From an optimization exercise on the open Yosys and OpenROAD flow, aimed at small area; shortcuts taken in it are not production practice.
The RTL was checked by simulation tests, not by an equivalence proof against the original design.

## DigitalClock
module DigitalClock(
  input clk_2MHz,
  input s1_async,
  input s2_async,
  input s3_async,
  input s4_async,
  input s5_async,
  input reset,
  output [6:0] d1,
  output [6:0] d2,
  output [6:0] d3,
  output [6:0] d4,
  output [6:0] d5,
  output [6:0] d6
);
  reg [3:0] pa, pb;
  always @(posedge clk_2MHz) begin
    pa <= reset ? 4'b0 : {s4_async, s3_async, s2_async, s1_async};
    pb <= pa;
  end
  wire [3:0] pulse = pa & ~pb;
  wire mode = pulse[0];
  wire set  = pulse[1];
  wire op1  = pulse[2];
  wire op2  = pulse[3];
  reg mA, mS;                        
  wire mC = ~mA & ~mS;
  always @(posedge clk_2MHz or posedge reset) begin
    if (reset) begin
      mA <= 0;
      mS <= 0;
    end
    else if (mode) begin
      mA <= mC;
      mS <= mA;
    end
  end
  reg [4:0] j10;
  reg [4:0] c25;
  reg [2:0] k;
  wire e10 = j10[4] & ~j10[3];
  wire e25 = c25[4] & c25[3];
  always @(posedge clk_2MHz or posedge reset) begin
    if (reset) begin
      j10 <= 0;
      c25 <= 0;
      k <= 0;
    end
    else begin
      j10 <= {j10[3:0], ~j10[4]};
      if (e10) begin
        c25 <= e25 ? 5'd0 : c25 + 5'd1;
        if (e25) k <= k + 3'd1;
      end
    end
  end
  wire tickH = e10 & ~(k[0] ^ c25[0]);             
  wire tickS = e10 & e25 & ~k[2] & k[1] & k[0];    
  wire flk = k[0];                                 
  reg cSet, cAP, ring, cRst;
  wire cLoad;
  wire cspm;
  wire [3:0] csH;
  wire [5:0] csM;
  wire [5:0] csFlick;
  reg cpm;
  reg [3:0] cH;
  reg [5:0] cM, cS;
  reg aSet, aAP, AON, aRst;
  wire aLoad;
  wire aspm;
  wire [3:0] asH;
  wire [5:0] asM;
  wire [5:0] asFlick;
  reg apm;
  reg [3:0] aH;
  reg [5:0] aM;
  wire alarmHit = AON & (cpm == apm) & (cH == aH) & (cM == aM) & (cS == 6'd0);
  wire cSub = (mC & cLoad) ? 1'b0 : cSet;
  wire cEnter = mC & set & ~cSub;
  wire cTicking = ~(cSub | cEnter);
  always @(posedge clk_2MHz or posedge reset) begin
    if (reset) begin
      cSet <= 0;
  ...
clock: 30.0 ns
lec_check: 0
abc_area: 1
cap_margin: 20
core_margin: 2
core_utilization: 40
gpl_timing_driven: 0
slew_margin: 20
standard.sh (not shown) runs the stock make flow with config.mk's settings and CLKGATE_MAP_FILE= SYNTH_SCRIPT=/design/flow/synth_recipe.tcl, a recipe that flattens the netlist after the stock synthesis.
==> flow/flow/run.sh <==
#!/bin/bash
# Own layout flow: the standard flow's synthesis with an area-oriented ABC mapping of the
# combinational logic (the flip-flops come out of the same steps as in the
# standard synthesis, and are checked to match it), then the standard layout
# steps with the smallest buffer on each port and a small clock tree.
set -euo pipefail
cd "$(dirname "$0")/.."
W=$(pwd)
R=$W/orfs/results/$FLOW_PLATFORM/DigitalClock/base

# 1. the standard synthesis, kept for reference
bash standard.sh synth > $W/1_synth_std.log 2>&1
cp $R/1_2_yosys.v $W/1_2_yosys_std.v

# 2. the same synthesis with the area mapping
sed "s#@W@#$W#" $W/flow/area.abc > $W/area_abc.script
rm -rf $W/orfs_area
make -C $FLOW_HOME DESIGN_CONFIG=$W/config.mk WORK_HOME=$W/orfs_area CLKGATE_MAP_FILE= \
  SYNTH_SCRIPT=$W/flow/synth_area.tcl AREA_ABC_SCRIPT=$W/area_abc.script \
  $(sed -n 's/^make .* SYNTH_SCRIPT=[^ ]* \(.*\) "\${@:-finish}"$/\1/p' $W/standard.sh) \
  synth > $W/1_synth_area.log 2>&1
A=$W/orfs_area/results/$FLOW_PLATFORM/DigitalClock/base/1_2_yosys.v

regs() { grep -E '^\s*sky130_fd_sc_hd__(df|edf|sdf|dl)' "$1" | awk '{print $1, $2}' | sort; }
regs $W/1_2_yosys_std.v > $W/regs_std.txt
regs $A > $W/regs_area.txt
if ! cmp -s $W/regs_std.txt $W/regs_area.txt; then
  echo "register mismatch; using the standard netlist" >> $W/1_synth_area.log
else
  cp $A $R/1_2_yosys.v
  touch $R/1_2_yosys.v
fi

# 4. the rest of the standard layout
bash standard.sh \
  MATCH_CELL_FOOTPRINT=0 \
  "BUFFER_PORTS_ARGS=-buffer_cell sky130_fd_sc_hd__buf_1" \
  "CTS_ARGS=-sink_clustering_enable -repair_clock_nets -buf_list sky130_fd_sc_hd__clkbuf_8 -sink_clustering_size 40 -sink_clustering_max_diameter 100 -dont_use_dummy_load" \
  finish > $W/2_layout.log 2>&1
Other scripts of this flow, unchanged in this note and not shown: flow/flow/area.abc, flow/flow/synth_area.tcl
Then changed:
--- a/flow/design.v
+++ b/flow/design.v
@@ -28,35 +28,35 @@
   wire mC = ~mA & ~mS;
   always @(posedge clk_2MHz or posedge reset) begin
     if (reset) begin
       mA <= 0;
       mS <= 0;
     end
     else if (mode) begin
       mA <= mC;
       mS <= mA;
     end
   end
-  reg [4:0] j10;
+  reg [3:0] c10;
   reg [4:0] c25;
   reg [2:0] k;
-  wire e10 = j10[4] & ~j10[3];
+  wire e10 = c10[3] & c10[0];
   wire e25 = c25[4] & c25[3];
   always @(posedge clk_2MHz or posedge reset) begin
     if (reset) begin
-      j10 <= 0;
+      c10 <= 0;
       c25 <= 0;
       k <= 0;
     end
     else begin
-      j10 <= {j10[3:0], ~j10[4]};
+      c10 <= e10 ? 4'd0 : c10 + 4'd1;
       if (e10) begin
         c25 <= e25 ? 5'd0 : c25 + 5'd1;
         if (e25) k <= k + 3'd1;
       end
     end
   end
   wire tickH = e10 & ~(k[0] ^ c25[0]);             
   wire tickS = e10 & e25 & ~k[2] & k[1] & k[0];    
   wire flk = k[0];                                 
   reg cSet, cAP, ring, cRst;
   wire cLoad;
What happened:
- routed wire length went down by 1.0%
- cell area came out higher by about 0.9%
- via count came out higher by about 0.54%
- setup slack improves by 420 ps
- critical path depth drops by 4
- sequential cell count decreases by 1
- synthesized area is higher by 0.95%

what the ideal ports hide:
No port has a modelled driver above. Below, the same layouts with a new extraction and two added sets of constraints.
Step 1 sets driving cells, clkbuf_16 on the clock port and buf_2 on the other inputs (assumed; they add their load-dependent delay and slew).
Step 2 times the ports against the registers' clock, not the clock port: input delays grow and output delays shrink by t, the midpoint of the rising clock arrivals with the driver on.
Three values: no drivers, after step 1, after step 2; two values: the first two.
run | shift t [ns] | setup WS [ns] | worst setup path after step 2 | latest minus earliest clock arrival (ns) | pins driven straight from the clock port
the first run | 0.410 | 18.661 / 18.624 / 19.034 | register to output | 0.020 / 0.020 | 1
the second run | 0.422 | 19.084 / 19.047 / 19.469 | register to output | 0.024 / 0.024 | 1
After both steps every run listed still meets setup and hold.
